From an optimization exercise on the open Yosys and OpenROAD flow, aimed at small area, a short achievable clock period and few clock cycles per item; shortcuts taken in it are not production practice.
Where RTL was checked, it was by simulation tests only, not by an equivalence proof against the original.
Function not checked in runs 2 to 8: the RTL went through the layout flow alone.
Power and IR drop assume default switching activity.

--- design.v ---
module dcs_tx (
  input         clk,
  input         rst,
  input         start,
  input  [31:0] msg,
  output        ready,
  output        done,
  output [15:0] crc,
  output [95:0] frame
);
  reg [31:0] data;
  reg        done_r;
  always @(posedge clk)
    begin
      if (start)
        data <= msg;
      if (rst)
        done_r <= 1'b0;
      else if (start)
        done_r <= 1'b1;
    end
  function [15:0] crc16(input [31:0] m);
    reg [15:0] r;
    reg        fb;
    integer    k;
    begin
      r = 16'hFFFF;
      for (k = 31; k >= 0; k = k - 1)
        begin
          fb = r[15] ^ m[k];
          r  = {r[14:0], 1'b0} ^ (fb ? 16'h8005 : 16'h0000);
        end
      crc16 = r;
    end
  endfunction
  function [95:0] conv(input [47:0] s);
    reg [95:0] f;
    integer    n;
    reg        x0, x1, x2, x3;
    begin
      for (n = 0; n < 48; n = n + 1)
        begin
          x0 = s[47-n];
          x1 = (n >= 1) ? s[48-n] : 1'b0;
          x2 = (n >= 2) ? s[49-n] : 1'b0;
          x3 = (n >= 3) ? s[50-n] : 1'b0;
          f[2*(47-n)+1] = x0 ^ x2 ^ x3;
          f[2*(47-n)]   = x0 ^ x1 ^ x2 ^ x3;
        end
      conv = f;
    end
  endfunction
  function [95:0] ilv(input [95:0] f);
    reg [95:0] o;
    integer    g, j;
    begin
      for (g = 0; g < 3; g = g + 1)
        for (j = 0; j < 4; j = j + 1)
          o[32*g+8*j +: 8] = {f[32*g+24+2*j +: 2], f[32*g+16+2*j +: 2],
                              f[32*g+8+2*j +: 2],  f[32*g+2*j +: 2]};
      ilv = o;
    end
  endfunction
  wire [15:0] c = crc16(data);
  assign crc   = c;
  assign frame = ilv(conv({data, c}));
  assign ready = 1'b1;
  assign done  = done_r;
endmodule
--- run.sh ---
#!/bin/bash
# synth_recipe.tcl (not shown) runs the flow's synth.tcl, then flattens the netlist and writes it again
# the make line also repeats each setting of config.mk as NAME=value (left out here)
make -C /OpenROAD-flow-scripts/flow DESIGN_CONFIG=/design/flow/config.mk WORK_HOME=/design/flow/orfs CLKGATE_MAP_FILE= SYNTH_SCRIPT=/design/flow/synth_recipe.tcl finish
--- config.mk ---
export PLATFORM = sky130hd
export DESIGN_NAME = dcs_tx
export DESIGN_NICKNAME = dcs_tx
export VERILOG_FILES = /design/flow/design.v
export SDC_FILE = /design/flow/constraint.sdc
export NUM_CORES = 4
export LEC_CHECK = 0
export CAP_MARGIN = 20
export CORE_MARGIN = 2
export CORE_UTILIZATION = 40
export PLACE_DENSITY = 0.6
export SLEW_MARGIN = 20
--- constraint.sdc ---
create_clock -name core_clock -period 5.0 [get_ports {clk}]
set_input_delay 1.0000 -clock core_clock [delete_from_list [all_inputs] [get_ports {clk}]]
set_output_delay 1.0000 -clock core_clock [all_outputs]
set_load 0.01 [all_outputs]
==> key figures, run 1 <==
Setup path
  – Top delay family on crit path: XOR/XNOR gates
  – CP max FO: 5
  – Worst EP arrival: 3410 ps
  – R2R setup slack: 4440 ps
  – Slowest-stage cell, CP: xnor3_4
  – WS Path Type: register to primary output
  – Kind of end point of the critical path: primary output
  – Critical-path cell list: xnor2_1 > xnor3_1 > xor2_1 > xnor3_4 > xor2_1 > clkdlybuf4s50_1
  – CP bufs+invs: 1
  – Slowest cell delay on critical path: 560 ps
  – Crit-path most repeated cell: xor2_1
  – Critical path data required time: 4000 ps
  – Worst Setup Start Kind: register

Clocking
  – Total CTS buffers: 5
  – Clk latency of the worst-skew pair: 280 ps
  – Postcts setup bufs: 0
  – CTS Sinks: 33
  – Clock Root Buffer: clkbuf_8
  – Cts repair resizes: 0
  – Hold_buf cts: 0
  – CTS max path bufs: 2
  – CTS H-tree lvls: 2
  – CTS tree: yes
  – Worst-path clk slew: 70 ps

Logic synthesis
  – Syn_nets: 305
  – Ys Warns: 1
  – Post-synth top area cell: xnor2_1
  – Ranking of synthesized cells by area: xnor2_1 35%, edfxtp_1 30%, xor2_1 15%, xnor3_1 6.3%, buf_2 2.2%
  – Synth top area share: 34.8%
  – Mean post-synth cell area: 11.8 sq um
  – Syn Std Cell Area: 3200 sq um
  – Syn Inst Count: 270
  – Unique masters post-synth: 18
  – Proportion of synthesized chip area in sequential cells: 30.7%
  – Register bit total from synthesis: 33

Global route
  – Remaining global-route overflow: 0
  – Gr usage total: 19.4%
  – Vias in the first global route: 2198
  – Met3 Track Usage GR: 4.43%
  – Initial antenna violation count: 0
  – Pin count of the biggest net entering global routing: 34
  – Met2 usage: 31.5%
  – Global-route wire length before repair: 12600 um
  – Busiest grt layer: met2
  – GRT met1 Usage: 26.4%

STA
  – Slew Limit Headroom: 52.0%
  – Hold Vio Cnt, Final: 0
  – # setup viols final: 0
  – Max-slew violations: 0
  – Fraction of the cycle the final worst path needs: 88.2%
  – Measured slew at the worst slew-check pin: 715 ps
  – Fmax: 227 MHz
  – Clk_skew: 0 ps
  – Setup ws final: 592 ps
  – Unrepaired setup endpoints after global routing: false
  – Setup TNS: 0 ps
  – Min Tclk post-route: 4410 ps

Final layout
  – Layout Nets: 431
  – Final Core Density: 61.4%
  – Layout area overhead: 48.3%
  – Most common cell after layout, fill and taps aside: clkdlybuf4s50_1
  – # diodes: 0
  – Share of post-route cells with drive strength above 1: 5.04%
  – Most frequent cells in the layout: 147 x clkdlybuf4s50_1, 127 x xnor2_1, 54 x xor2_1
  – Fin area: 4740 sq um

Placement
  – # port buffers: 147
  – DP Worst Slack: 898 ps
  – GP Congestion: 0.815
  – DP Area: 4660 sq um
  – DP HPWL: 6860 um

Route
  – Post-route DRC: 0
  – First-pass DRT Iterations: 4
  – Routed vias/inst: 4.39
  – Antenna-violating nets left: 0
  – Initial drt markers: 55
  – Via count: 2193
  – Routed len/inst: 16.9 um
  – Routed wire length: 8430 um

Die
  – Area of the die: 8720 sq um
  – Num rows: 32
  – Chip height: 93.4 um
  – IO Pins: 149
  – Initial core utilization: 41.4%
  – Placeable Area: 7730 sq um
  – Die width: 93.4 um

Hold path
  – Path type of the worst min-delay path: register to register

Power
  – P_leak: 1.73 nW
  – Power Total: 0.00354 W
  – PD cells: 747 nW/um^2
  – Peak VDD IR: 0.339 mV

Outcome
  – Outcome: finished clean

Flow run
  – Max-cap viol count: 0
## report_power, final
group          leakage (nW)  switching [W]  internal [W]
combinational          1.37        0.00120       0.00176
clock                0.0450       0.000100     0.0000965
sequential            0.322      0.0000518      0.000329
## worst register-to-register path, delay by kind of cell, from the launching register on
kind,cells,cell delay [ps]
and+or+nand+nor,2,140
DFF,1,320
## flip-flops by register name, summed over array words and instances, names as in the netlist
signal and cells:
data 32, done_r 1
## per-layer routing
metal  wire [um]  part of all wire (%)
met1        3820                    45
met2        3950                    47
met3         565                   6.7
met4          93                   1.1
met5           0                     0
## metrics by stage
stage	cells	hold WS [ps]
after floorplan	270	503
after global placement	491	452
after detailed placement	491	472
after CTS	499	494
after global routing	499	533
final	499	487
## synthesized netlist by cell type
library cell	instances
buf_2	14
buf_4	6
clkbuf_1	10
conb_1	1
dfxtp_1	1
edfxtp_1	32
inv_1	2
nor2_1	2
xnor2_1	127
xnor2_2	1
xnor3_1	9
xnor3_2	2
xnor3_4	1
xor2_1	54
xor2_2	4
xor2_4	1
xor3_1	1
xor3_2	2
## layout make-up
| class | count | area, sq um |
|---|---|---|
| Inverter | 2 | 7.51 |
| Multi-Input combinational cell | 205 | 2060 |
| Clock buffer | 6 | 72.6 |
| Timing Repair Buffer | 149 | 1490 |
| Sequential cell | 33 | 981 |
| Tap cell | 102 | 128 |
| Fill cell | 650 | 2990 |
| Clock inverter | 2 | 10.0 |
## final timing paths
check	end	cells past startpoint	start
setup reg to reg	done_r$_SDFFE_PP0P_	2	done_r$_SDFFE_PP0P_
hold reg to reg	done_r$_SDFFE_PP0P_	2	done_r$_SDFFE_PP0P_
setup / recovery	frame[14]	6	data[25]$_DFFE_PP_
hold / removal	done_r$_SDFFE_PP0P_	2	done_r$_SDFFE_PP0P_
## logic make-up (layout without fill, tap and decap cells)
kind of cell,Yosys count,after routing,synth area share (%)
XOR/XNOR,202,202,64.0
flip-flops,33,33,30.7
other,1,1,0.117
buffers and inverters,32,159,5.01
AND/OR/NAND/NOR,2,2,0.235
Testbench counts, summed over its fixed seeds: cycles 512, items 512.
==> inputs of run 2 (changes only) <==
--- a/design.v
+++ b/design.v
@@ -10,9 +10,13 @@
 );
   reg [31:0] data;
+  reg [15:0] crc_r;
   reg        done_r;
   always @(posedge clk)
     begin
       if (start)
-        data <= msg;
+        begin
+          data  <= msg;
+          crc_r <= crc16(msg);
+        end
       if (rst)
         done_r <= 1'b0;
@@ -62,7 +66,6 @@
     end
   endfunction
-  wire [15:0] c = crc16(data);
-  assign crc   = c;
-  assign frame = ilv(conv({data, c}));
+  assign crc   = crc_r;
+  assign frame = ilv(conv({data, crc_r}));
   assign ready = 1'b1;
   assign done  = done_r;
==> run 2 against run 1 <==
  * Critical endpoint is now crc_r[0]$_DFFE_PP_
  * Register-to-register slack barely moved
  * Via count grew 0.36%
  * Setup slack improved by 1400 ps
  * Synthesized area increased by 6.0%
  * Sequential power grew 64%
  * Highest routed layer unchanged
==> key figures, run 2 <==
Logic synthesis
  – Count leader, synth: xnor2_1
  – Syn_nets: 284 (-6.9%)
  – Ys Warns: 1 (unchanged)
  – Proportion of synthesized chip area in sequential cells: 43.1% (+12 points)
  – Syn Std Cell Area: 3390 sq um (+6.0%)
  – Ranking of synthesized cells by area: edfxtp_1 43%, xnor2_1 31%, xor2_1 15%, xnor3_1 4.0%, xor3_2 1.5%
  – Register bit total from synthesis: 49 (+48%)
  – Mean post-synth cell area: 13.6 sq um (+15%)
  – Post-synth top cells: 121 x xnor2_1, 57 x xor2_1, 48 x edfxtp_1
  – Syn Inst Count: 249 (-7.8%)
  – Share of flip-flops with an asynchronous set or reset: 0% (unchanged)
  – Unique masters post-synth: 14 (-4)
  – Prevailing post-synth register cell: edfxtp_1
  – Number of enable flip-flop cells after synthesis: 48 (+50%)
  – Synth top area share: 42.5% (+7.7 points)
  – Post-synth top area cell: edfxtp_1

Die
  – IO Pins: 149 (unchanged)
  – Initial core utilization: 41.3% (-0.12 points)
  – Die width: 96.1 um (+2.8%)
  – Chip height: 96.1 um (+2.8%)
  – Placeable Area: 8220 sq um (+6.3%)
  – Area of the die: 9230 sq um (+5.8%)
  – Num rows: 33 (+3.1%)

Setup path
  – Worst Setup Start Kind: primary input
  – Critical-path cell list: clkdlybuf4s50_1 > xor3_2 > xnor3_1 > xnor3_2 > xor3_1
  – CP bufs+invs: 1 (unchanged)
  – Slowest-stage cell, CP: clkdlybuf4s50_1
  – R2R setup slack: 4430 ps (about the same)
  – RR Startpoint: done_r$_SDFFE_PP0P_
  – WS Path Type: primary input to register
  – Worst EP arrival: 3090 ps (-320 ps)
  – Top delay family on crit path: XOR/XNOR gates
  – CP max FO: 4 (-1)
  – Slowest cell delay on critical path: 560 ps (about the same)
  – Reg2Reg Depth: 2 (unchanged)
  – Critical path data required time: 5050 ps (+1050 ps)
  – Critical R2R Capture: done_r$_SDFFE_PP0P_
  – Kind of end point of the critical path: register

Hold path
  – Path type of the worst min-delay path: register to register
  – Hold wc startpoint: done_r$_SDFFE_PP0P_
  – Min-Delay Path Depth: 2 (unchanged)
  – WHS Endpoint: done_r$_SDFFE_PP0P_

Global route
  – Vias in the first global route: 2169 (-1.3%)
  – Gr usage total: 16.6% (-2.8 points)
  – Global-route wire length before repair: 11500 um (-9.1%)
  – Initial antenna violation count: 0 (unchanged)
  – Pin count of the biggest net entering global routing: 50 (+47%)
  – Remaining global-route overflow: 0 (unchanged)

Placement
  – # port buffers: 147 (unchanged)
  – DP HPWL: 6370 um (-7.0%)
  – DP Area: 4960 sq um (+6.4%)
  – GP Congestion: 0.735 (-9.8%)
  – Post-Place Cells: 497 (+1.2%)

Flow run
  – Max-cap viol count: 0 (unchanged)

Final layout
  – Most common cell after layout, fill and taps aside: clkdlybuf4s50_1
  – Most frequent cells in the layout: 146 x clkdlybuf4s50_1, 121 x xnor2_1, 57 x xor2_1
  – Largest registers: data x32, crc_r x16, done_r x1
  – Layout area overhead: 49.4%
  – Share of post-route cells with drive strength above 1: 3.25% (-1.8 points)
  – Largest register FFs: 32 (unchanged)
  – Top reg by flops: data
  – # diodes: 0 (unchanged)
  – Final Core Density: 61.6% (+0.28 points)
  – Post-route insts no fill: 505 (+1.2%)
  – Fin area: 5060 sq um (+6.8%)
  – Layout Nets: 434 (+0.70%)
  – Filler instances: 695 (+6.9%)

Route
  – Post-route DRC: 0 (unchanged)
  – First-pass DRT Iterations: 4 (unchanged)
  – Routed wire length: 7690 um (-8.8%)
  – Routed len/inst: 15.2 um (-9.8%)
  – Antenna-violating nets left: 0 (unchanged)
  – Via count: 2201 (+0.36%)
  – Initial drt markers: 66 (+20%)
  – Routed vias/inst: 4.36 (-0.83%)

STA
  – Slew Limit Headroom: 28.1% (-24 points)
  – Max-slew violations: 0 (unchanged)
  – Setup TNS: 0 ps (unchanged)
  – Fraction of the cycle the final worst path needs: 60.8% (-27 points)
  – Fmax: 329 MHz (+45%)
  – Unrepaired setup endpoints after global routing: false
  – Measured slew at the worst slew-check pin: 1080 ps (+363 ps)
  – Clk_skew: 0 ps (unchanged)
  – Min Tclk post-route: 3040 ps (-1370 ps)
  – Hold Vio Cnt, Final: 0 (unchanged)
  – # setup viols final: 0 (unchanged)

Clocking
  – Cts repair resizes: 0 (unchanged)
  – CTS Sinks: 49 (+48%)
  – Hold_buf cts: 0 (unchanged)
  – Clk latency of the worst-skew pair: 300 ps (+20 ps)
  – Postcts setup bufs: 0 (unchanged)
  – Worst-path clk slew: 90 ps (+20 ps)
  – CTS H-tree lvls: 2 (unchanged)
  – Total CTS buffers: 5 (unchanged)
  – CTS max path bufs: 2 (unchanged)
  – CTS tree: yes
  – Clock Root Buffer: clkbuf_8

Power
  – P_leak: 1.81 nW (+4.6%)
  – Power Total: 0.00241 W (-32%)
  – PD cells: 476 nW/um^2 (-36%)
  – Peak VDD IR: 0.285 mV (-16%)

Outcome
  – Outcome: finished clean
run 2: changes by cell type in the layout (fill, tap and decap cells not counted), moves of 2 or more:
cell | before | now
xnor2_1 | 127 | 121
xor2_1 | 54 | 57
xor2_2 | 4 | 1
buf_4 | 2 | 0
clkinv_2 | 2 | 0
xnor3_1 | 9 | 6
edfxtp_1 | 32 | 48
run 2: routing by layer:
metal | up-vias | part of all wire (%) | routed length, um | global-route usage, %
met1 | 1020 | 46 | 3500 | 22.5
met3 | 8 | 4.2 | 325 | 2.27
li1 | 1107 | - | - | -
met5 | - | 0 | 0 | 0
met2 | 66 | 49 | 3800 | 28.4
met4 | 0 | 0.82 | 63 | 3.57
run 2: cells by family (layout without fill, tap and decap cells):
kind of cell	after synthesis	in the layout	share of synthesized area [%]
xor+xnor	192	192	55.6
buf+inv	5	156	0.997
other cells	1	1	0.111
flops	49	49	43.1
simple gates	2	2	0.222
run 2: power breakdown:
part / internal, W / switching (W) / total, W / leakage, nW
sequential: 0.000535 / 0.0000905 / 0.000626 / 0.478
combinational: 0.000933 / 0.000579 / 0.00151 / 1.28
clock: 0.000148 / 0.000128 / 0.000276 / 0.0528
run 2: per-stage QoR:
| step | hold slack (ps) | setup slack (ps) |
|---|---|---|
| finish | 489 | 1960 |
| global route | 554 | 1880 |
| floorplan | 503 | 2310 |
| global placement | 455 | 1670 |
| CTS | 498 | 1950 |
| detailed placement | 476 | 1640 |
run 2: final cells by class:
class                           instances  area [sq um]  area share [%]
Clock buffer                            6          72.6            1.43
Clock inverter                          2          33.8           0.667
Inverter                                1          3.75          0.0741
Multi-Input combinational cell        195          1890            37.4
Sequential cell                        49          1460            28.9
Tap cell                              105           131            2.59
Timing Repair Buffer                  147          1470            29.0
run 2: worst max-delay path by stage:
stage / startpoint / endpoint / slack (ps) / depth (start not counted)
after floorplan: msg[30] / crc_r[0]$_DFFE_PP_ / 2310 / 4
after global placement: msg[19] / crc_r[0]$_DFFE_PP_ / 1670 / 5
after detailed placement: msg[19] / crc_r[0]$_DFFE_PP_ / 1640 / 5
after CTS: msg[19] / crc_r[0]$_DFFE_PP_ / 1950 / 5
after global routing: crc_r[12]$_DFFE_PP_ / frame[20] / 1880 / 4
final: msg[19] / crc_r[0]$_DFFE_PP_ / 1960 / 5
run 2: worst min-delay path: stages, from the launching register on:
cell	delay [ps]
dfxtp_1	340
nor2_1	50
nor2_1	70
==> inputs of run 3 (changes only) <==
==> flow/run.sh (new file) <==
#!/bin/bash
# Standard layout, but with the port buffers made from sky130_fd_sc_hd__buf_1
# instead of the buffer buffer_ports picks on its own.
set -euo pipefail
export BUFFER_PORTS_ARGS="-buffer_cell sky130_fd_sc_hd__buf_1"
bash standard.sh > standard.log 2>&1
==> standard.sh (new file) <==
#!/bin/bash
# synth_recipe.tcl (not shown) runs the flow's synth.tcl, then flattens the netlist and writes it again
# the make line also repeats each setting of config.mk as NAME=value (left out here)
make -C /OpenROAD-flow-scripts/flow DESIGN_CONFIG=/design/flow/config.mk WORK_HOME=/design/flow/orfs CLKGATE_MAP_FILE= SYNTH_SCRIPT=/design/flow/synth_recipe.tcl "${@:-finish}"
removed: run.sh
==> run 3 against run 2 <==
  * Largest cell class unchanged
  * Critical path depth did not move
  * First-iteration DRC count shrank 6.1%
  * Highest routed layer unchanged
  * Maximum frequency is 13% higher
  * Critical path type unchanged
  * Clock skew did not move
  * Combinational power down about 30%
  * Critical endpoint unchanged
  * Via count increased by 1.5%
==> key figures, run 3 <==
Outcome
  – Outcome: finished clean

Logic synthesis
  – Count leader, synth: xnor2_1
  – Largest family of logic cells by synthesized area: XOR/XNOR gates
  – Register bit total from synthesis: 49 (unchanged)
  – Ranking of synthesized cells by area: edfxtp_1 43%, xnor2_1 31%, xor2_1 15%, xnor3_1 4.0%, xor3_2 1.5%
  – Syn Inst Count: 249 (unchanged)
  – Share of flip-flops with an asynchronous set or reset: 0% (unchanged)
  – Mean post-synth cell area: 13.6 sq um (unchanged)
  – Post-Synth XOR/XNOR Area: 55.6% (unchanged)
  – Proportion of synthesized chip area in sequential cells: 43.1% (unchanged)
  – Syn Std Cell Area: 3390 sq um (unchanged)
  – Synth top area share: 42.5% (unchanged)
  – Syn_nets: 284 (unchanged)
  – Post-synth top area cell: edfxtp_1
  – Post-Synth Adder-Cell Area: 0% (unchanged)
  – Synth Area in Simple Gates: 0.221% (unchanged)
  – Prevailing post-synth register cell: edfxtp_1
  – Unique masters post-synth: 14 (unchanged)
  – Post-synth top cells: 121 x xnor2_1, 57 x xor2_1, 48 x edfxtp_1
  – Compound-Gate Fraction of Synth Area: 0% (unchanged)
  – Ys Warns: 1 (unchanged)
  – Mux contribution to synthesized area: 0% (unchanged)
  – Number of enable flip-flop cells after synthesis: 48 (unchanged)

STA
  – Unrepaired setup endpoints after global routing: false
  – Min Tclk post-route: 2690 ps (-348 ps)
  – Measured slew at the worst slew-check pin: 618 ps (-461 ps)
  – Setup ws final: 2310 ps (+348 ps)
  – Max-slew violations: 0 (unchanged)
  – Clk_skew: 0 ps (unchanged)
  – Fmax: 371 MHz (+13%)
  – # setup viols final: 0 (unchanged)
  – Hold Vio Cnt, Final: 0 (unchanged)
  – Fraction of the cycle the final worst path needs: 53.8% (-7.0 points)
  – Setup TNS: 0 ps (unchanged)
  – Slew Limit Headroom: 58.8% (+31 points)

Hold path
  – Hold wc startpoint: done_r$_SDFFE_PP0P_
  – Path type of the worst min-delay path: register to register
  – Min-Delay Path Depth: 2 (unchanged)
  – WHS Endpoint: done_r$_SDFFE_PP0P_

Placement
  – GP Congestion: 0.774 (+5.2%)
  – DP HPWL: 5930 um (-6.9%)
  – DP Area: 4050 sq um (-18%)
  – # port buffers: 147 (unchanged)
  – DP Worst Slack: 1980 ps (+336 ps)
  – Post-Place Cells: 498 (+0.20%)

Final layout
  – Largest register FFs: 32 (unchanged)
  – Most common cell after layout, fill and taps aside: buf_1
  – Most frequent cells in the layout: 146 x buf_1, 121 x xnor2_1, 57 x xor2_1
  – # diodes: 0 (unchanged)
  – Fin area: 4140 sq um (-18%)
  – Post-route insts no fill: 506 (+0.20%)
  – Layout Nets: 435 (+0.23%)
  – Filler instances: 773 (+11%)
  – Layout area overhead: 22.0%
  – Share of post-route cells with drive strength above 1: 3.49% (+0.24 points)
  – Largest registers: data x32, crc_r x16, done_r x1
  – Top reg by flops: data

Power
  – P_int: 0.00112 W (-31%)
  – Peak VDD IR: 0.176 mV (-38%)
  – Sequential share of power: 32.9% (+7.0 points)
  – Gate power share: 55.2% (-7.4 points)
  – P_sw: 0.000776 W (-2.7%)
  – PD cells: 458 nW/um^2 (-3.9%)
  – Power Total: 0.00189 W (-22%)
  – P_leak: 1.41 nW (-22%)
  – Sw Share: 41.0% (+7.9 points)
  – Clock share of power: 11.8% (+0.4 points)

Setup path
  – CP bufs+invs: 1 (unchanged)
  – WS Path Type: primary input to register
  – Worst setup path start: msg[19]
  – Critical R2R Capture: done_r$_SDFFE_PP0P_
  – CP max FO: 4 (unchanged)
  – Kind of end point of the critical path: register
  – Slowest cell delay on critical path: 510 ps (-50 ps)
  – Slowest-stage cell, CP: xor3_2
  – R2R setup slack: 4440 ps (about the same)
  – Top delay family on crit path: XOR/XNOR gates
  – Worst EP arrival: 2740 ps (-350 ps)
  – Critical-path cell list: buf_1 > xor3_2 > xnor3_1 > xnor3_2 > xor3_1
  – Worst Setup Start Kind: primary input
  – Critical path data required time: 5050 ps (about the same)
  – Reg2Reg Depth: 2 (unchanged)
  – RR Startpoint: done_r$_SDFFE_PP0P_

Clocking
  – Postcts setup bufs: 0 (unchanged)
  – Total CTS buffers: 5 (unchanged)
  – Cts repair resizes: 0 (unchanged)
  – CTS Sinks: 49 (unchanged)
  – Clk latency of the worst-skew pair: 290 ps (about the same)
  – Clock Root Buffer: clkbuf_8
  – CTS max path bufs: 2 (unchanged)
  – CTS tree: yes
  – CTS H-tree lvls: 2 (unchanged)
  – Hold_buf cts: 0 (unchanged)
  – Worst-path clk slew: 90 ps (about the same)

Route
  – Routed len/inst: 14.0 um (-8.1%)
  – Antenna-violating nets left: 0 (unchanged)
  – Post-route DRC: 0 (unchanged)
  – Initial drt markers: 62 (-6.1%)
  – First-pass DRT Iterations: 4 (unchanged)
  – Routed vias/inst: 4.42 (+1.3%)
  – Via count: 2235 (+1.5%)
  – Routed wire length: 7080 um (-7.9%)

Global route
  – Initial antenna violation count: 0 (unchanged)
  – Gr usage total: 15.4% (-1.2 points)
  – Vias in the first global route: 1990 (-8.3%)
  – Remaining global-route overflow: 0 (unchanged)
  – Global-route wire length before repair: 10600 um (-7.6%)
  – Pin count of the biggest net entering global routing: 50 (unchanged)

Die
  – IO Pins: 149 (unchanged)
  – Die width: 96.1 um (unchanged)
  – Initial core utilization: 41.3% (unchanged)
  – Placeable Area: 8220 sq um (unchanged)
  – Num rows: 33 (unchanged)
  – Area of the die: 9230 sq um (unchanged)
  – Chip height: 96.1 um (unchanged)

Flow run
  – Max-cap viol count: 0 (unchanged)
-- run 3: logic make-up after synthesis --
kind of cell | after synthesis
xor+xnor | 192
buf+inv | 5
flops | 49
other cells | 1
simple gates | 2
-- run 3: through the flow --
| stage | utilization, % | hold WS [ps] |
|---|---|---|
| floorplan | - | 503 |
| global placement | 49.3 | 452 |
| detailed placement | 49.3 | 468 |
| CTS | 50.3 | 488 |
| global route | 50.3 | 533 |
| finish | 50.3 | 479 |
-- run 3: power groups by stage --
stage               Sequential (W)  Combinational [W]  Clock [W]
floorplan                 0.000630           0.000727          0
global placement          0.000635            0.00106          0
detailed placement        0.000635            0.00107          0
CTS                       0.000627            0.00107   0.000229
global route              0.000636            0.00117   0.000245
finish                    0.000623            0.00105   0.000224
-- run 3: cell type report --
cell class / count / area, sq um / share of cell area, %
clock inverter: 1 / 7.51 / 0.182
multi-input combinational: 195 / 1890 / 45.8
sequential: 49 / 1460 / 35.3
timing repair buffer: 148 / 561 / 13.6
clock buffer: 7 / 76.3 / 1.85
inverter: 1 / 3.75 / 0.0908
tap: 105 / 131 / 3.18
-- run 3: worst register-to-register path: stages (launching register included) --
cell and delay, ps:
dfxtp_1 320, nor2_1 100, nor2_1 50
-- run 3: metal layers --
| metal | track usage, % | vias up | wire (um) |
|---|---|---|---|
| met3 | 2.19 | 7 | 382 |
| met5 | 0 | - | 0 |
| met4 | 4.05 | 0 | 57 |
| met1 | 21.2 | 1053 | 3040 |
| li1 | - | 1102 | - |
| met2 | 25.6 | 73 | 3600 |
-- run 3: worst max-delay path by stage --
| stage | end | cells after the start |
|---|---|---|
| final | crc_r[0]$_DFFE_PP_ | 5 |
| after global routing | frame[20] | 4 |
| after CTS | crc_r[15]$_DFFE_PP_ | 5 |
| after detailed placement | crc_r[0]$_DFFE_PP_ | 5 |
| after global placement | crc_r[0]$_DFFE_PP_ | 5 |
| after floorplan | crc_r[0]$_DFFE_PP_ | 4 |
==> inputs of run 4 (changes only) <==
--- a/config.mk
+++ b/config.mk
@@ -6,4 +6,5 @@
 export NUM_CORES = 4
 export LEC_CHECK = 0
+export ABC_AREA = 1
 export CAP_MARGIN = 20
 export CORE_MARGIN = 2
==> run 4 against run 3 <==
  * Maximum frequency shrank 32%
  * Clock power increased by 2%
  * Combinational power rose by 53%
  * Clock-buffer cell count did not move
  * Still clean
  * First-iteration DRC count up 63%
  * Critical path type unchanged
  * Critical endpoint is now crc_r[15]$_DFFE_PP_
  * Final area increased by 13%
  * Core utilization fell by 1.6 points
==> key figures, run 4 <==
Setup path
  – Critical R2R Capture: done_r$_SDFFE_PP0P_
  – Worst EP arrival: 4030 ps (+1290 ps)
  – RR Startpoint: done_r$_SDFFE_PP0P_
  – Critical path data required time: 5070 ps (+20 ps)
  – WS Path Type: primary input to register
  – Worst setup path start: msg[29]
  – R2R setup slack: 4440 ps (about the same)
  – Kind of end point of the critical path: register
  – Worst Setup Start Kind: primary input
  – CP max FO: 5 (+1)
  – Reg2Reg Depth: 2 (unchanged)

Clocking
  – Cts repair resizes: 0 (unchanged)
  – CTS max path bufs: 2 (unchanged)
  – Total CTS buffers: 5 (unchanged)
  – Clock Root Buffer: clkbuf_8
  – Worst-path clk slew: 90 ps (about the same)
  – Postcts setup bufs: 0 (unchanged)
  – CTS H-tree lvls: 2 (unchanged)
  – Clk latency of the worst-skew pair: 300 ps (about the same)
  – CTS tree: yes
  – CTS Sinks: 49 (unchanged)
  – Hold_buf cts: 0 (unchanged)

Final layout
  – # diodes: 0 (unchanged)
  – Largest register FFs: 32 (unchanged)
  – Largest registers: data x32, crc_r x16, done_r x1
  – Share of post-route cells with drive strength above 1: 7.26% (+3.8 points)
  – Most frequent cells in the layout: 146 x buf_1, 105 x xnor2_1, 75 x xor2_1
  – Top reg by flops: data
  – Layout Nets: 585 (+34%)
  – Post-route insts no fill: 684 (+35%)
  – Most common cell after layout, fill and taps aside: buf_1
  – Layout area overhead: 19.9%
  – Filler instances: 966 (+25%)

Route
  – First-pass DRT Iterations: 4 (unchanged)
  – Routed vias/inst: 4.47 (+1.3%)
  – Antenna-violating nets left: 0 (unchanged)
  – Routed wire length: 8630 um (+22%)
  – Initial drt markers: 101 (+63%)
  – Via count: 3060 (+37%)
  – Post-route DRC: 0 (unchanged)
  – Routed len/inst: 12.6 um (-9.9%)

Placement
  – # port buffers: 147 (unchanged)
  – Post-Place Cells: 676 (+36%)
  – DP HPWL: 7250 um (+22%)
  – DP Worst Slack: 711 ps (-1270 ps)
  – GP Congestion: 0.874 (+13%)

Logic synthesis
  – Syn Std Cell Area: 3900 sq um (+15%)
  – Share of flip-flops with an asynchronous set or reset: 0% (unchanged)
  – Number of enable flip-flop cells after synthesis: 48 (unchanged)
  – Post-synth top area cell: edfxtp_1
  – Register bit total from synthesis: 49 (unchanged)
  – Ys Warns: 1 (unchanged)
  – Prevailing post-synth register cell: edfxtp_1
  – Synth top area share: 37.0% (-5.6 points)
  – Syn Inst Count: 400 (+61%)
  – Syn_nets: 435 (+53%)
  – Mean post-synth cell area: 9.75 sq um (-28%)
  – Ranking of synthesized cells by area: edfxtp_1 37%, xnor2_1 24%, xor2_1 17%, nand2_1 7.1%, nand3_1 3.2%
  – Count leader, synth: xnor2_1
  – Proportion of synthesized chip area in sequential cells: 37.5% (-5.6 points)
  – Unique masters post-synth: 19 (+5)
  – Post-synth top cells: 105 x xnor2_1, 75 x xor2_1, 74 x nand2_1

Hold path
  – Hold wc startpoint: done_r$_SDFFE_PP0P_
  – WHS Endpoint: done_r$_SDFFE_PP0P_
  – Path type of the worst min-delay path: register to register
  – Min-Delay Path Depth: 2 (unchanged)

Power
  – PD cells: 544 nW/um^2 (+19%)
  – P_sw: 0.00123 W (+58%)
  – Sw Share: 48.2% (+7.3 points)
  – Clock share of power: 9.0% (-2.8 points)
  – Peak VDD IR: 0.313 mV (+78%)
  – P_int: 0.00132 W (+18%)
  – Gate power share: 63.3% (+8.1 points)
  – P_leak: 1.83 nW (+30%)
  – Power Total: 0.00254 W (+34%)
  – Sequential share of power: 27.7% (-5.2 points)

Die
  – Initial core utilization: 40.6% (-0.62 points)
  – Num rows: 36 (+9.1%)
  – Chip height: 103 um (+6.9%)
  – Placeable Area: 9590 sq um (+17%)
  – Die width: 103 um (+6.9%)
  – IO Pins: 149 (unchanged)
  – Area of the die: 10600 sq um (+14%)

STA
  – Setup TNS: 0 ps (unchanged)
  – Min Tclk post-route: 3960 ps (+1270 ps)
  – Max-slew violations: 0 (unchanged)
  – Slew Limit Headroom: 57.2% (-1.6 points)
  – Measured slew at the worst slew-check pin: 642 ps (+24.2 ps)
  – Unrepaired setup endpoints after global routing: false
  – Fmax: 252 MHz (-32%)
  – Clk_skew: 0 ps (unchanged)
  – Setup ws final: 1040 ps (-1270 ps)
  – Fraction of the cycle the final worst path needs: 79.3% (+25 points)
  – Hold Vio Cnt, Final: 0 (unchanged)
  – # setup viols final: 0 (unchanged)

Global route
  – Initial antenna violation count: 0 (unchanged)
  – Remaining global-route overflow: 0 (unchanged)
  – Global-route wire length before repair: 12800 um (+21%)
  – Pin count of the biggest net entering global routing: 50 (unchanged)
  – Vias in the first global route: 2635 (+32%)
  – Gr usage total: 15.9% (+0.48 points)

Flow run
  – Max-cap viol count: 0 (unchanged)

Outcome
  – Outcome: finished clean
[run 4: changes by cell type in the layout (fill, tap and decap cells not counted), sizes merged, moves of 8 or more]
cell / change
xnor3: -8
nand2: +87
xor2: +19
xnor2: -16
inv: +35
nand3: +36
[run 4: metrics by stage]
step                      util, %  hold WS, ps  instance area, sq um
after detailed placement     47.9          466                  4590
final                        48.7          486                  4680
after floorplan                 -          503                  3900
after global routing         48.7          503                  4680
after CTS                    48.7          488                  4680
after global placement       47.9          462                  4590
[run 4: worst max-delay path, cell delays in order]
cell	delay (ps)
buf_1	220
xnor2_1	170
xor2_1	300
xor2_1	330
inv_1	90
nand3_2	100
nand2_1	70
nand2_2	80
nand2_2	50
nand2_1	80
nand3_2	90
nand2_2	100
nand2_1	70
nand3_1	120
nand3_2	150
nand2_4	120
nand2_2	60
nand2_1	80
nand2_1	70
nand3_2	120
nand2_4	80
nand2_1	70
nand3_2	90
nand2_2	100
nand2_1	70
nand3_1	70
nand2_1	50
[run 4: worst max-delay path by stage]
stage / slack [ps] / cells after the start / end
global placement: 810 / 25 / crc_r[15]$_DFFE_PP_
finish: 1040 / 27 / crc_r[15]$_DFFE_PP_
detailed placement: 710 / 27 / crc_r[15]$_DFFE_PP_
CTS: 1020 / 27 / crc_r[15]$_DFFE_PP_
floorplan: 1370 / 32 / crc_r[15]$_DFFE_PP_
global route: 570 / 30 / crc_r[15]$_DFFE_PP_
[run 4: cell families after synthesis]
group / after synthesis / synth area share [%]
xor+xnor: 183 / 41.7
buf+inv: 41 / 4.33
flops: 49 / 37.5
other cells: 1 / 0.0962
simple gates: 126 / 16.4
[run 4: power by group through the flow]
stage / Combinational [W] / Clock (W) / Sequential (W)
after global routing: 0.00184 / 0.000252 / 0.000719
after detailed placement: 0.00163 / 0 / 0.000716
final: 0.00161 / 0.000228 / 0.000704
after floorplan: 0.00113 / 0 / 0.000714
after CTS: 0.00164 / 0.000237 / 0.000707
after global placement: 0.00161 / 0 / 0.000712
[run 4: final cells by class]
cell class / instances / area [sq um] / area share (%)
clock inverters: 1 / 7.51 / 0.161
well taps: 133 / 166 / 3.56
repair buffers: 148 / 561 / 12.0
flip-flops and latches: 49 / 1460 / 31.3
multi-input cells: 310 / 2270 / 48.5
inverters: 36 / 135 / 2.89
clock buffers: 7 / 76.3 / 1.63
[run 4: layer usage]
metal	vias up	wire length, um	track usage [%]
li1	1545	-	-
met5	-	0	0
met3	10	438	2.17
met4	0	120	4.72
met2	85	4070	26.8
met1	1420	4000	21.4
==> inputs of run 5 (changes only) <==
--- a/config.mk
+++ b/config.mk
@@ -6,8 +6,8 @@
 export NUM_CORES = 4
 export LEC_CHECK = 0
-export ABC_AREA = 1
 export CAP_MARGIN = 20
 export CORE_MARGIN = 2
 export CORE_UTILIZATION = 40
 export PLACE_DENSITY = 0.6
+export SETUP_SLACK_MARGIN = 2.6
 export SLEW_MARGIN = 20
==> run 5 against run 4 <==
  * Still clean
  * Synthesized cell count fell by 38%
  * Clock-buffer cell count shrank 2
  * Via count decreased by 13%
  * Maximum frequency increased by 52%
  * Final cell count down 13%
  * Final area is 24% higher
  * Wire length rose by 4.6%
  * Critical path depth shrank 23
  * Power grew 2.0%
  * Clock skew unchanged
  * Die area decreased by 13%
  * Hold slack got worse by 12 ps
  * Critical path type is now register to primary output
==> key figures, run 5 <==
Outcome
  – Outcome: finished clean

Logic synthesis
  – Post-synth top area cell: edfxtp_1
  – Number of enable flip-flop cells after synthesis: 48 (unchanged)
  – Count leader, synth: xnor2_1
  – Mean post-synth cell area: 13.6 sq um (+40%)
  – Syn Inst Count: 249 (-38%)
  – Register bit total from synthesis: 49 (unchanged)
  – Share of flip-flops with an asynchronous set or reset: 0% (unchanged)
  – Synth top area share: 42.5% (+5.6 points)
  – Prevailing post-synth register cell: edfxtp_1
  – Syn_nets: 284 (-35%)
  – Ys Warns: 1 (unchanged)
  – Proportion of synthesized chip area in sequential cells: 43.1% (+5.6 points)
  – Unique masters post-synth: 14 (-5)
  – Ranking of synthesized cells by area: edfxtp_1 43%, xnor2_1 31%, xor2_1 15%, xnor3_1 4.0%, xor3_2 1.5%
  – Post-synth top cells: 121 x xnor2_1, 57 x xor2_1, 48 x edfxtp_1
  – Syn Std Cell Area: 3390 sq um (-13%)

STA
  – Fraction of the cycle the final worst path needs: 52.3% (-27 points)
  – Measured slew at the worst slew-check pin: 627 ps (-14.7 ps)
  – Slew Limit Headroom: 58.2% (+0.98 points)
  – Hold Vio Cnt, Final: 0 (unchanged)
  – Fin Hold WS: 474 ps (-11.9 ps)
  – Setup ws final: 2380 ps (+1350 ps)
  – Unrepaired setup endpoints after global routing: true
  – Setup TNS: 0 ps (unchanged)
  – Fmax: 382 MHz (+52%)
  – Clk_skew: 0 ps (unchanged)
  – # setup viols final: 0 (unchanged)
  – Max-slew violations: 0 (unchanged)
  – Min Tclk post-route: 2620 ps (-1350 ps)

Setup path
  – Crit-path most repeated cell: xnor2_2
  – Worst EP arrival: 1620 ps (-2410 ps)
  – Slowest-stage cell, CP: edfxtp_1
  – Critical path data required time: 4000 ps (-1070 ps)
  – CP max FO: 4 (-1)
  – Top delay family on crit path: XOR/XNOR gates
  – WS Path Type: register to primary output
  – CP bufs+invs: 1 (-1)
  – Worst Setup Start Kind: register
  – Slowest cell delay on critical path: 530 ps (+200 ps)
  – Kind of end point of the critical path: primary output
  – Critical-path cell list: xnor2_2 > xnor2_2 > xor2_1 > buf_2

Die
  – Placeable Area: 8220 sq um (-14%)
  – Initial core utilization: 41.3% (+0.62 points)
  – Area of the die: 9230 sq um (-13%)
  – Num rows: 33 (-8.3%)
  – Chip height: 96.1 um (-6.5%)
  – IO Pins: 149 (unchanged)
  – Die width: 96.1 um (-6.5%)

Flow run
  – Max-cap viol count: 0 (unchanged)

Hold path
  – Path type of the worst min-delay path: register to register

Final layout
  – Top reg by flops: data
  – Share of post-route cells with drive strength above 1: 54.3% (+47 points)
  – Layout Nets: 523 (-11%)
  – Largest register FFs: 32 (unchanged)
  – Layout area overhead: 71.5%
  – Final Core Density: 70.7% (+22 points)
  – Most frequent cells in the layout: 76 x buf_2, 65 x buf_4, 61 x xnor2_1
  – # diodes: 0 (unchanged)
  – Most common cell after layout, fill and taps aside: buf_2
  – Filler instances: 588 (-39%)
  – Fin area: 5810 sq um (+24%)
  – Largest registers: data x32, crc_r x16, done_r x1

Clocking
  – Worst-path clk slew: 90 ps (about the same)
  – Total CTS buffers: 5 (unchanged)
  – Clock Root Buffer: clkbuf_8
  – Clk latency of the worst-skew pair: 300 ps (about the same)
  – CTS H-tree lvls: 2 (unchanged)
  – CTS max path bufs: 2 (unchanged)
  – CTS Sinks: 49 (unchanged)
  – Hold_buf cts: 0 (unchanged)
  – CTS tree: yes

Route
  – First-pass DRT Iterations: 4 (unchanged)
  – Antenna-violating nets left: 0 (unchanged)
  – Routed len/inst: 15.2 um (+21%)
  – Post-route DRC: 0 (unchanged)
  – Routed vias/inst: 4.49 (+0.38%)
  – Via count: 2663 (-13%)
  – Initial drt markers: 139 (+38%)
  – Routed wire length: 9020 um (+4.6%)

Global route
  – Global-route wire length before repair: 12300 um (-4.0%)
  – Pin count of the biggest net entering global routing: 50 (unchanged)
  – Vias in the first global route: 2556 (-3.0%)
  – Initial antenna violation count: 0 (unchanged)
  – Gr usage total: 18.2% (+2.3 points)
  – Remaining global-route overflow: 0 (unchanged)

Power
  – P_leak: 2.55 nW (+40%)
  – PD cells: 446 nW/um^2 (-18%)
  – Peak VDD IR: 0.245 mV (-22%)

Placement
  – DP HPWL: 6000 um (-17%)
  – # port buffers: 147 (unchanged)
  – DP Worst Slack: 2090 ps (+1380 ps)
  – DP Area: 4060 sq um (-12%)
  – GP Congestion: 0.790 (-9.6%)
-- run 5: cell families after synthesis --
group | after synthesis | synth area share, %
other | 1 | 0.111
buffers and inverters | 5 | 0.997
xor gates and xnor gates | 192 | 55.6
and+or+nand+nor | 2 | 0.222
DFF | 49 | 43.1
-- run 5: report_power, final --
part | leakage (nW) | switching, W | total, W | internal, W
sequential | 0.478 | 0.000104 | 0.000639 | 0.000535
clock | 0.0540 | 0.000131 | 0.000277 | 0.000146
combinational | 2.02 | 0.000718 | 0.00168 | 0.000960
-- run 5: timing repair --
item,in CTS,in global routing
setup endpoints to repair,79,92
pin swaps,67,63
setup buffers,77,11
resized for setup,117,134
-- run 5: metrics by stage --
step	power [W]	std cells
final	0.00259	593
after global routing	0.00276	593
after CTS	0.00234	582
after detailed placement	0.00169	498
after global placement	0.00168	498
after floorplan	0.00135	249
-- run 5: final cells by class --
type / count / area [sq um] / area share, %
Multi-Input combinational cell: 195 / 2560 / 44.0
Timing Repair Buffer: 236 / 1550 / 26.7
Inverter: 1 / 3.75 / 0.0646
Clock inverter: 2 / 35.0 / 0.603
Sequential cell: 49 / 1460 / 25.1
Clock buffer: 5 / 68.8 / 1.18
Tap cell: 105 / 131 / 2.26
-- run 5: path summary, 6_finish.rpt --
| path | end | slack [ps] | depth (start not counted) | from |
|---|---|---|---|---|
| worst max register to register | done_r$_SDFFE_PP0P_ | 4450 | 2 | done_r$_SDFFE_PP0P_ |
| worst min-delay path | done_r$_SDFFE_PP0P_ | 470 | 2 | done_r$_SDFFE_PP0P_ |
| worst max-delay path | frame[20] | 2380 | 4 | crc_r[13]$_DFFE_PP_ |
| worst min register to register | done_r$_SDFFE_PP0P_ | 470 | 2 | done_r$_SDFFE_PP0P_ |
-- run 5: worst reg2reg max path, stage by stage, from the launching register on --
cell and delay, ps:
dfxtp_1 320, nor2_1 100, nor2_1 50
-- run 5: layer usage --
layer	part of all wire, %	GRT usage (%)
met1	38	21.6
met2	56	34.3
met3	4.7	2.35
met4	1.2	4.88
met5	0	0
==> inputs of run 6 (changes only) <==
--- a/config.mk
+++ b/config.mk
@@ -6,8 +6,8 @@
 export NUM_CORES = 4
 export LEC_CHECK = 0
+export ABC_CLOCK_PERIOD_IN_PS = 1000
 export CAP_MARGIN = 20
 export CORE_MARGIN = 2
 export CORE_UTILIZATION = 40
 export PLACE_DENSITY = 0.6
-export SETUP_SLACK_MARGIN = 2.6
 export SLEW_MARGIN = 20
==> run 6 against run 5 <==
  * Largest power group unchanged
  * First-iteration DRC count is 55% lower
  * Clock skew stayed put
  * Wire length is 22% lower
  * Non-clock buffer count is 88 lower
  * Power is 27% lower
  * Critical endpoint is now crc_r[0]$_DFFE_PP_
  * Clock-buffer cell count is 2 higher
  * Synthesized cell count stayed put
  * Synthesized area stayed put
  * Still clean
  * Final area is 29% lower
  * Register-to-register slack hardly changed
  * Largest cell class unchanged
  * Core utilization is 20 points lower
  * Critical path type is now primary input to register
  * Combinational power is 38% lower
==> key figures, run 6 <==
Route
  – Initial drt markers: 62 (-55%)
  – Post-route DRC: 0 (unchanged)
  – Met2 wire length: 3600 um (-28%)
  – Routed wire length: 7080 um (-22%)
  – Routed len/inst: 14.0 um (-8.0%)
  – Via count: 2235 (-16%)
  – Antenna-violating nets left: 0 (unchanged)
  – First-pass DRT Iterations: 4 (unchanged)
  – WL met1: 3040 um (-12%)
  – Routed vias/inst: 4.42 (-1.6%)
  – Met3 WL post-DR: 382 um (-10%)
  – Top layer in use: met4

STA
  – # setup viols final: 0 (unchanged)
  – Hold Vio Cnt, Final: 0 (unchanged)
  – Clk_skew: 0 ps (unchanged)
  – Setup TNS: 0 ps (unchanged)
  – Slew Limit Headroom: 58.8% (+0.63 points)
  – Min Tclk post-route: 2690 ps (+76.5 ps)
  – Fraction of the cycle the final worst path needs: 53.8% (+1.5 points)
  – Max-slew violations: 0 (unchanged)
  – Unrepaired setup endpoints after global routing: false
  – Fmax: 371 MHz (-2.8%)
  – Measured slew at the worst slew-check pin: 618 ps (-9.50 ps)

Global route
  – Pin count of the biggest net entering global routing: 50 (unchanged)
  – Global-route wire length before repair: 10600 um (-14%)
  – Vias in the first global route: 1990 (-22%)
  – Initial antenna violation count: 0 (unchanged)
  – Gr usage total: 15.4% (-2.8 points)
  – Remaining global-route overflow: 0 (unchanged)

Die
  – Chip height: 96.1 um (unchanged)
  – IO Pins: 149 (unchanged)
  – Initial core utilization: 41.3% (unchanged)
  – Die width: 96.1 um (unchanged)
  – Num rows: 33 (unchanged)
  – Area of the die: 9230 sq um (unchanged)
  – Placeable Area: 8220 sq um (unchanged)

Final layout
  – Layout Nets: 435 (-17%)
  – Layout area overhead: 22.0%
  – Largest registers: data x32, crc_r x16, done_r x1
  – Share of post-route cells with drive strength above 1: 3.49% (-51 points)
  – Final Core Density: 50.3% (-20 points)
  – Most frequent cells in the layout: 146 x buf_1, 121 x xnor2_1, 57 x xor2_1
  – Filler instances: 773 (+31%)
  – Post-route insts no fill: 506 (-15%)
  – Top reg by flops: data
  – # diodes: 0 (unchanged)
  – Most common cell after layout, fill and taps aside: buf_1
  – Largest register FFs: 32 (unchanged)
  – Fin area: 4140 sq um (-29%)

Setup path
  – Worst EP arrival: 2740 ps (+1120 ps)
  – Slowest cell delay on critical path: 510 ps (-20 ps)
  – Critical path data required time: 5050 ps (+1050 ps)
  – Top delay family on crit path: XOR/XNOR gates
  – WS Path Type: primary input to register
  – Slowest-stage cell, CP: xor3_2
  – Critical-path cell list: buf_1 > xor3_2 > xnor3_1 > xnor3_2 > xor3_1
  – Kind of end point of the critical path: register
  – Worst Setup Start Kind: primary input
  – CP max FO: 4 (unchanged)
  – CP bufs+invs: 1 (unchanged)

Clocking
  – Clock Root Buffer: clkbuf_8
  – Total CTS buffers: 5 (unchanged)
  – CTS tree: yes
  – Worst-path clk slew: 90 ps (about the same)
  – CTS max path bufs: 2 (unchanged)
  – Clk latency of the worst-skew pair: 290 ps (about the same)
  – Cts repair resizes: 0 (-100%)
  – Hold_buf cts: 0 (unchanged)
  – CTS Sinks: 49 (unchanged)
  – Postcts setup bufs: 0 (-100%)
  – CTS H-tree lvls: 2 (unchanged)

Flow run
  – Max-cap viol count: 0 (unchanged)

Outcome
  – Outcome: finished clean

Placement
  – Post-Place Cells: 498 (unchanged)
  – # port buffers: 147 (unchanged)
  – DP HPWL: 5930 um (-1.1%)
  – DP Area: 4050 sq um (-0.18%)
  – GP Congestion: 0.774 (-2.1%)

Power
  – Power Total: 0.00189 W (-27%)
  – PD cells: 458 nW/um^2 (+2.6%)
  – Peak VDD IR: 0.176 mV (-28%)
  – P_leak: 1.41 nW (-45%)

Logic synthesis
  – Ranking of synthesized cells by area: edfxtp_1 43%, xnor2_1 31%, xor2_1 15%, xnor3_1 4.0%, xor3_2 1.5%
  – Post-synth top cells: 121 x xnor2_1, 57 x xor2_1, 48 x edfxtp_1
  – Syn Std Cell Area: 3390 sq um (unchanged)
  – Prevailing post-synth register cell: edfxtp_1
  – Register bit total from synthesis: 49 (unchanged)
  – Post-synth top area cell: edfxtp_1
  – Mean post-synth cell area: 13.6 sq um (unchanged)
  – Syn_nets: 284 (unchanged)
  – Ys Warns: 1 (unchanged)
  – Proportion of synthesized chip area in sequential cells: 43.1% (unchanged)
  – Synth top area share: 42.5% (unchanged)
  – Number of enable flip-flop cells after synthesis: 48 (unchanged)
  – Syn Inst Count: 249 (unchanged)
  – Unique masters post-synth: 14 (unchanged)
  – Share of flip-flops with an asynchronous set or reset: 0% (unchanged)
  – Count leader, synth: xnor2_1

Hold path
  – Path type of the worst min-delay path: register to register
==> run 6: stage by stage <==
step / worst slack, ps / hold slack, ps
2_1_floorplan: 2310 / 503
6_report: 2310 / 479
4_1_cts: 2320 / 488
5_1_grt: 2240 / 533
3_3_place_gp: 2040 / 452
3_5_place_dp: 1980 / 468
==> run 6: cell type report <==
cell class	count	area, sq um	area share, %
Multi-Input combinational cell	195	1890	45.8
Sequential cell	49	1460	35.3
Timing Repair Buffer	148	561	13.6
Tap cell	105	131	3.18
Clock buffer	7	76.3	1.85
Clock inverter	1	7.51	0.182
Inverter	1	3.75	0.0908
==> run 6: layer usage <==
metal  GRT usage (%)  vias to the layer above
li1                -                     1102
met1            21.2                     1053
met2            25.6                       73
met3            2.19                        7
met4            4.05                        0
met5               0                        -
==> run 6: report_power, final <==
| group | total (W) | internal (W) | switching [W] |
|---|---|---|---|
| logic | 0.00105 | 0.000483 | 0.000562 |
| registers | 0.000623 | 0.000535 | 0.0000886 |
| clock network | 0.000224 | 0.0000991 | 0.000125 |
==> run 6: worst reg2reg max path, stage by stage, from the launching register on <==
cell     delay [ps]
dfxtp_1         320
nor2_1          100
nor2_1           50
==> run 6: worst paths after layout <==
path / slack, ps / from / end / cells after the start
worst max-delay path: 2310 / msg[19] / crc_r[0]$_DFFE_PP_ / 5
worst min-delay path: 480 / done_r$_SDFFE_PP0P_ / done_r$_SDFFE_PP0P_ / 2
worst max register to register: 4440 / done_r$_SDFFE_PP0P_ / done_r$_SDFFE_PP0P_ / 2
worst min register to register: 480 / done_r$_SDFFE_PP0P_ / done_r$_SDFFE_PP0P_ / 2
==> run 6: logic make-up after synthesis <==
family	share of synthesized area [%]
xor+xnor	55.6
buf+inv	0.997
flops	43.1
other cells	0.111
simple gates	0.222
==> inputs of run 7 (changes only) <==
--- a/config.mk
+++ b/config.mk
@@ -6,5 +6,5 @@
 export NUM_CORES = 4
 export LEC_CHECK = 0
-export ABC_CLOCK_PERIOD_IN_PS = 1000
+export ABC_CLOCK_PERIOD_IN_PS = 2500
 export CAP_MARGIN = 20
 export CORE_MARGIN = 2
==> run 7 against run 6 <==
  * Still clean
  * Clock skew unchanged
  * Clock-buffer cell count unchanged
  * Die area unchanged
  * Non-clock buffer count unchanged
  * Combinational power about the same
  * Sequential power about the same
  * Final area unchanged
  * Setup slack unchanged
  * Via count unchanged
  * First-iteration DRC count unchanged
  * Critical endpoint unchanged
  * Largest cell class unchanged
  * Largest power group unchanged
==> key figures, run 7 <==
Clocking
  – Cts repair resizes: 0 (unchanged)
  – Postcts setup bufs: 0 (unchanged)
  – Total CTS buffers: 5 (unchanged)
  – CTS H-tree lvls: 2 (unchanged)
  – Hold_buf cts: 0 (unchanged)
  – CTS Sinks: 49 (unchanged)
  – CTS max path bufs: 2 (unchanged)
  – CTS tree: yes
  – Worst-path clk slew: 90 ps (about the same)
  – Clk latency of the worst-skew pair: 290 ps (about the same)
  – Clock Root Buffer: clkbuf_8

Outcome
  – Outcome: finished clean

Setup path
  – CP max FO: 4 (unchanged)
  – WS Path Type: primary input to register
  – Worst Setup Start Kind: primary input
  – R2R setup slack: 4440 ps (about the same)
  – Kind of end point of the critical path: register
  – Worst EP arrival: 2740 ps (about the same)
  – Critical path data required time: 5050 ps (about the same)

Logic synthesis
  – Post-synth top area cell: edfxtp_1
  – Mean post-synth cell area: 13.6 sq um (unchanged)
  – Syn Inst Count: 249 (unchanged)
  – Synth top area share: 42.5% (unchanged)
  – Ys Warns: 1 (unchanged)
  – Count leader, synth: xnor2_1
  – Unique masters post-synth: 14 (unchanged)
  – Syn_nets: 284 (unchanged)
  – Prevailing post-synth register cell: edfxtp_1
  – Syn Std Cell Area: 3390 sq um (unchanged)
  – Proportion of synthesized chip area in sequential cells: 43.1% (unchanged)
  – Share of flip-flops with an asynchronous set or reset: 0% (unchanged)
  – Ranking of synthesized cells by area: edfxtp_1 43%, xnor2_1 31%, xor2_1 15%, xnor3_1 4.0%, xor3_2 1.5%
  – Number of enable flip-flop cells after synthesis: 48 (unchanged)
  – Register bit total from synthesis: 49 (unchanged)
  – Post-synth top cells: 121 x xnor2_1, 57 x xor2_1, 48 x edfxtp_1

Final layout
  – # diodes: 0 (unchanged)
  – Share of post-route cells with drive strength above 1: 3.49% (unchanged)
  – Layout Nets: 435 (unchanged)
  – Most common cell after layout, fill and taps aside: buf_1
  – Filler instances: 773 (unchanged)
  – Most frequent cells in the layout: 146 x buf_1, 121 x xnor2_1, 57 x xor2_1
  – Layout area overhead: 22.0% (unchanged)
  – Top reg by flops: data
  – Largest registers: data x32, crc_r x16, done_r x1
  – Largest register FFs: 32 (unchanged)

Power
  – Clock share of power: 11.8% (about the same)
  – PD cells: 458 nW/um^2 (unchanged)
  – P_leak: 1.41 nW (unchanged)
  – Gate power share: 55.2% (about the same)
  – Sw Share: 41.0% (unchanged)
  – P_int: 0.00112 W (unchanged)
  – Peak VDD IR: 0.176 mV (unchanged)
  – P_sw: 0.000776 W (unchanged)
  – Sequential share of power: 32.9% (about the same)
  – Power Total: 0.00189 W (unchanged)

Flow run
  – Max-cap viol count: 0 (unchanged)

Die
  – Chip height: 96.1 um (unchanged)
  – Die width: 96.1 um (unchanged)
  – IO Pins: 149 (unchanged)
  – Placeable Area: 8220 sq um (unchanged)
  – Initial core utilization: 41.3% (unchanged)
  – Area of the die: 9230 sq um (unchanged)
  – Num rows: 33 (unchanged)

Placement
  – DP HPWL: 5930 um (unchanged)
  – # port buffers: 147 (unchanged)
  – GP Congestion: 0.774 (unchanged)

STA
  – Min Tclk post-route: 2690 ps (unchanged)
  – Setup TNS: 0 ps (unchanged)
  – Clk_skew: 0 ps (unchanged)
  – Slew Limit Headroom: 58.8% (unchanged)
  – # setup viols final: 0 (unchanged)
  – Max-slew violations: 0 (unchanged)
  – Measured slew at the worst slew-check pin: 618 ps (unchanged)
  – Hold Vio Cnt, Final: 0 (unchanged)
  – Fraction of the cycle the final worst path needs: 53.8% (unchanged)
  – Unrepaired setup endpoints after global routing: false
  – Fmax: 371 MHz (unchanged)

Route
  – First-pass DRT Iterations: 4 (unchanged)
  – Initial drt markers: 62 (unchanged)
  – Antenna-violating nets left: 0 (unchanged)
  – Post-route DRC: 0 (unchanged)
  – Routed len/inst: 14.0 um (unchanged)
  – Routed wire length: 7080 um (unchanged)
  – Routed vias/inst: 4.42 (unchanged)
  – Via count: 2235 (unchanged)

Global route
  – Initial antenna violation count: 0 (unchanged)
  – Global-route wire length before repair: 10600 um (unchanged)
  – Remaining global-route overflow: 0 (unchanged)
  – Vias in the first global route: 1990 (unchanged)
  – Gr usage total: 15.4% (unchanged)
  – Pin count of the biggest net entering global routing: 50 (unchanged)

Hold path
  – Path type of the worst min-delay path: register to register
run 7: worst paths after layout:
| check | startpoint | to | cells past startpoint |
|---|---|---|---|
| worst max register to register | done_r$_SDFFE_PP0P_ | done_r$_SDFFE_PP0P_ | 2 |
| worst min-delay path | done_r$_SDFFE_PP0P_ | done_r$_SDFFE_PP0P_ | 2 |
| worst min register to register | done_r$_SDFFE_PP0P_ | done_r$_SDFFE_PP0P_ | 2 |
| worst max-delay path | msg[19] | crc_r[0]$_DFFE_PP_ | 5 |
run 7: through the flow:
| stage | utilization, % | worst slack, ps | cell area [sq um] | hold WS (ps) | std cells |
|---|---|---|---|---|---|
| 6_report | 50.3 | 2310 | 4140 | 479 | 506 |
| 5_1_grt | 50.3 | 2240 | 4140 | 533 | 506 |
| 4_1_cts | 50.3 | 2320 | 4140 | 488 | 506 |
| 3_5_place_dp | 49.3 | 1980 | 4050 | 468 | 498 |
| 3_3_place_gp | 49.3 | 2040 | 4050 | 452 | 498 |
| 2_1_floorplan | - | 2310 | 3390 | 503 | 249 |
run 7: power groups by stage:
stage	clock network [W]	logic (W)	registers, W
after floorplan	0	0.000727	0.000630
after global placement	0	0.00106	0.000635
after detailed placement	0	0.00107	0.000635
after CTS	0.000229	0.00107	0.000627
after global routing	0.000245	0.00117	0.000636
final	0.000224	0.00105	0.000623
run 7: critical path: stages:
cell and delay (ps):
buf_1 200, xor3_2 510, xnor3_1 350, xnor3_2 260
xor3_1 410
run 7: layout make-up:
class	instances	area (sq um)	area share (%)
inverters	1	3.75	0.0908
multi-input cells	195	1890	45.8
clock buffers	7	76.3	1.85
flip-flops and latches	49	1460	35.3
clock inverters	1	7.51	0.182
well taps	105	131	3.18
repair buffers	148	561	13.6
run 7: layer usage:
metal	vias up	global-route usage, %	share of wire, %	wire [um]
met3	7	2.19	5.4	382
li1	1102	-	-	-
met1	1053	21.2	43	3040
met2	73	25.6	51	3600
met4	0	4.05	0.80	57
met5	-	0	0	0
run 7: cell families (layout without fill, tap and decap cells):
group	after synthesis	count (layout)	synth area share, %
AND/OR/NAND/NOR	2	2	0.222
XOR/XNOR	192	192	55.6
flip-flops	49	49	43.1
buffers and inverters	5	157	0.997
other	1	1	0.111
==> inputs of run 8 (changes only) <==
--- a/design.v
+++ b/design.v
@@ -25,30 +25,41 @@
     end
   function [15:0] crc16(input [31:0] m);
-    reg [15:0] r;
-    reg        fb;
-    integer    k;
     begin
-      r = 16'hFFFF;
-      for (k = 31; k >= 0; k = k - 1)
-        begin
-          fb = r[15] ^ m[k];
-          r  = {r[14:0], 1'b0} ^ (fb ? 16'h8005 : 16'h0000);
-        end
-      crc16 = r;
+      crc16[ 0] = ^(m & 32'hcfffbfff);
+      crc16[ 1] = ^(m & 32'h9fff7ffe);
+      crc16[ 2] = ^(m & 32'hf0014003) ^ 1;
+      crc16[ 3] = ^(m & 32'he0028006);
+      crc16[ 4] = ^(m & 32'hc005000c);
+      crc16[ 5] = ^(m & 32'h800a0018) ^ 1;
+      crc16[ 6] = ^(m & 32'h00140030);
+      crc16[ 7] = ^(m & 32'h00280060);
+      crc16[ 8] = ^(m & 32'h005000c0);
+      crc16[ 9] = ^(m & 32'h00a00180);
+      crc16[10] = ^(m & 32'h01400300);
+      crc16[11] = ^(m & 32'h02800600);
+      crc16[12] = ^(m & 32'h05000c00);
+      crc16[13] = ^(m & 32'h0a001800);
+      crc16[14] = ^(m & 32'h14003000);
+      crc16[15] = ^(m & 32'he7ffdfff);
     end
   endfunction
   function [95:0] conv(input [47:0] s);
     reg [95:0] f;
+    reg [47:0] x, b;
     integer    n;
-    reg        x0, x1, x2, x3;
     begin
       for (n = 0; n < 48; n = n + 1)
+        x[n] = s[47-n];
+      b[0] = x[0];
+      for (n = 1; n < 48; n = n + 1)
+        b[n] = x[n] ^ x[n-1];
+      f[95] = x[0];
+      f[94] = x[0];
+      f[93] = x[1];
+      f[92] = b[1];
+      for (n = 2; n < 48; n = n + 1)
         begin
-          x0 = s[47-n];
-          x1 = (n >= 1) ? s[48-n] : 1'b0;
-          x2 = (n >= 2) ? s[49-n] : 1'b0;
-          x3 = (n >= 3) ? s[50-n] : 1'b0;
-          f[2*(47-n)+1] = x0 ^ x2 ^ x3;
-          f[2*(47-n)]   = x0 ^ x1 ^ x2 ^ x3;
+          f[2*(47-n)+1] = x[n] ^ b[n-2];
+          f[2*(47-n)]   = b[n] ^ b[n-2];
         end
       conv = f;
--- a/config.mk
+++ b/config.mk
@@ -6,5 +6,4 @@
 export NUM_CORES = 4
 export LEC_CHECK = 0
-export ABC_CLOCK_PERIOD_IN_PS = 2500
 export CAP_MARGIN = 20
 export CORE_MARGIN = 2
==> run 8 against run 7 <==
  * Via count shrank 1.3%
  * Global-route usage is essentially flat
  * First-iteration DRC count grew 19%
  * Hold slack gained 16 ps
  * Final area shrank 1.8%
  * Clock power shrank 3%
  * Power shrank 3.2%
  * Non-clock buffer count is the same
  * Combinational power shrank 5%
  * Die area shrank 1.9%
  * Maximum frequency grew 2.1%
  * Clock-buffer cell count grew 1
  * Largest cell class unchanged
  * Largest power group unchanged
  * Highest routed layer unchanged
==> key figures, run 8 <==
STA
  – Setup TNS: 0 ps (unchanged)
  – Slew Limit Headroom: 58.4% (-0.40 points)
  – Hold Vio Cnt, Final: 0 (unchanged)
  – Unrepaired setup endpoints after global routing: false
  – Fraction of the cycle the final worst path needs: 52.8% (-1.1 points)
  – Min Tclk post-route: 2640 ps (-54.1 ps)
  – Max-slew violations: 0 (unchanged)
  – Setup ws final: 2360 ps (+54.1 ps)
  – Fin Hold WS: 495 ps (+15.9 ps)
  – # setup viols final: 0 (unchanged)

Logic synthesis
  – Ranking of synthesized cells by area: edfxtp_1 43%, xnor2_1 34%, xor2_1 16%, xnor3_1 2.7%, xnor2_2 0.98%
  – Ys Warns: 1 (unchanged)
  – Post-Synth XOR/XNOR Area: 54.5% (-1.0 points)
  – Number of enable flip-flop cells after synthesis: 48 (unchanged)
  – Register bit total from synthesis: 49 (unchanged)
  – Synth Area in Simple Gates: 0.226% (+0.0046 points)
  – Mux contribution to synthesized area: 0% (unchanged)
  – Count leader, synth: xnor2_1
  – Prevailing post-synth register cell: edfxtp_1
  – Largest family of logic cells by synthesized area: XOR/XNOR gates
  – Mean post-synth cell area: 13.0 sq um (-4.3%)
  – Post-Synth Adder-Cell Area: 0% (unchanged)
  – Syn Std Cell Area: 3320 sq um (-2.0%)
  – Share of flip-flops with an asynchronous set or reset: 0% (unchanged)
  – Unique masters post-synth: 11 (-3)
  – Post-synth top cells: 129 x xnor2_1, 61 x xor2_1, 48 x edfxtp_1
  – Post-synth top area cell: edfxtp_1
  – Synth top area share: 43.4% (+0.88 points)
  – Syn Inst Count: 255 (+2.4%)

Final layout
  – Share of post-route cells with drive strength above 1: 2.46% (-1.0 points)
  – Layout area overhead: 22.3%
  – Most common cell after layout, fill and taps aside: buf_1
  – Largest register FFs: 32 (unchanged)
  – Post-route insts no fill: 512 (+1.2%)
  – Top reg by flops: data
  – Most frequent cells in the layout: 146 x buf_1, 129 x xnor2_1, 61 x xor2_1
  – Filler instances: 785 (+1.6%)
  – Final Core Density: 49.9% (-0.38 points)

Global route
  – Pin count of the biggest net entering global routing: 50 (unchanged)
  – Vias in the first global route: 2059 (+3.5%)
  – Initial antenna violation count: 0 (unchanged)
  – Global-route wire length before repair: 10400 um (-1.4%)

Setup path
  – Critical path data required time: 4000 ps (-1050 ps)
  – CP max FO: 4 (unchanged)
  – WS Path Type: register to primary output
  – Crit-path most repeated cell: xnor2_1
  – Slowest cell delay on critical path: 510 ps (about the same)
  – WP depth: 4 (-1)
  – Top delay family on crit path: XOR/XNOR gates
  – CP bufs+invs: 1 (unchanged)
  – Critical-path cell list: xnor2_1 > xnor2_1 > xor2_1 > buf_1
  – Worst Setup Start Kind: register
  – Kind of end point of the critical path: primary output

Die
  – Num rows: 33 (unchanged)
  – Placeable Area: 8130 sq um (-1.0%)
  – Die width: 95.1 um (-0.97%)

Clocking
  – Clock Root Buffer: clkbuf_8
  – Cts repair resizes: 0 (unchanged)
  – Postcts setup bufs: 0 (unchanged)
  – CTS H-tree lvls: 2 (unchanged)
  – Hold_buf cts: 0 (unchanged)

Outcome
  – Outcome: finished clean

Hold path
  – Min-Delay Path Depth: 2 (unchanged)

Placement
  – Post-Place Cells: 504 (+1.2%)

Power
  – Gate power share: 54.8% (-0.4 points)
  – P_sw: 0.000769 W (-0.84%)
  – Sw Share: 42.0% (+0.98 points)
  – P_leak: 1.34 nW (-4.8%)

Route
  – First-pass DRT Iterations: 4 (unchanged)
  – Antenna-violating nets left: 0 (unchanged)
  – Post-route DRC: 0 (unchanged)
run 8: cell count changes in the layout (fill, tap and decap cells not counted), sizes merged:
cell and change:
xnor2 +9, xor3 -4, xnor3 -3, clkinvlp -1
clkbuf +1, inv +1, xor2 +3
run 8: worst paths after layout:
check | startpoint | end
setup reg to reg | done_r$_SDFFE_PP0P_ | done_r$_SDFFE_PP0P_
hold / removal | done_r$_SDFFE_PP0P_ | done_r$_SDFFE_PP0P_
hold reg to reg | done_r$_SDFFE_PP0P_ | done_r$_SDFFE_PP0P_
setup / recovery | crc_r[15]$_DFFE_PP_ | frame[6]
run 8: logic make-up after synthesis:
family        after synthesis
flops                      49
buf+inv                     6
other cells                 1
simple gates                2
xor+xnor                  197
run 8: area by class of cell:
cell class              instances  area (sq um)  area share [%]
clock buffers                   8          80.1            1.97
inverters                       2          7.51           0.185
multi-input cells             200          1820            44.8
flip-flops and latches         49          1460            36.0
well taps                     105           131            3.23
repair buffers                148           561            13.8
run 8: worst reg2reg max path, cell delays in order (launching register included):
cell and delay [ps]:
dfxtp_1 320, nor2_1 100, nor2_1 50
run 8: power groups by stage:
stage | clock network (W) | registers [W] | logic [W]
after floorplan | 0 | 0.000619 | 0.000688
after global placement | 0 | 0.000624 | 0.00101
after detailed placement | 0 | 0.000623 | 0.00102
after CTS | 0.000222 | 0.000614 | 0.00102
after global routing | 0.000236 | 0.000623 | 0.00112
final | 0.000217 | 0.000611 | 0.00100
run 8: routing by layer:
layer	global-route usage, %	part of all wire [%]	vias to the layer above	wire, um
met5	0	0	-	0
met4	4.23	1.5	0	108
met3	2.85	5.7	9	411
met2	26.1	49	76	3510
met1	20.3	44	1002	3170
li1	-	-	1118	-
run 8: metrics by stage:
| stage | area [sq um] | power, W |
|---|---|---|
| floorplan | 3320 | 0.00131 |
| global placement | 3980 | 0.00164 |
| detailed placement | 3980 | 0.00164 |
| CTS | 4060 | 0.00186 |
| global route | 4060 | 0.00198 |
| finish | 4060 | 0.00183 |

Setup slack of run 8, layout unchanged: 2.362 ns with ideal ports, 2.334 ns with driving cells assumed (clock clkbuf_16, inputs buf_2), 2.149 ns with port delays also shifted by the 0.316 ns mid clock arrival.
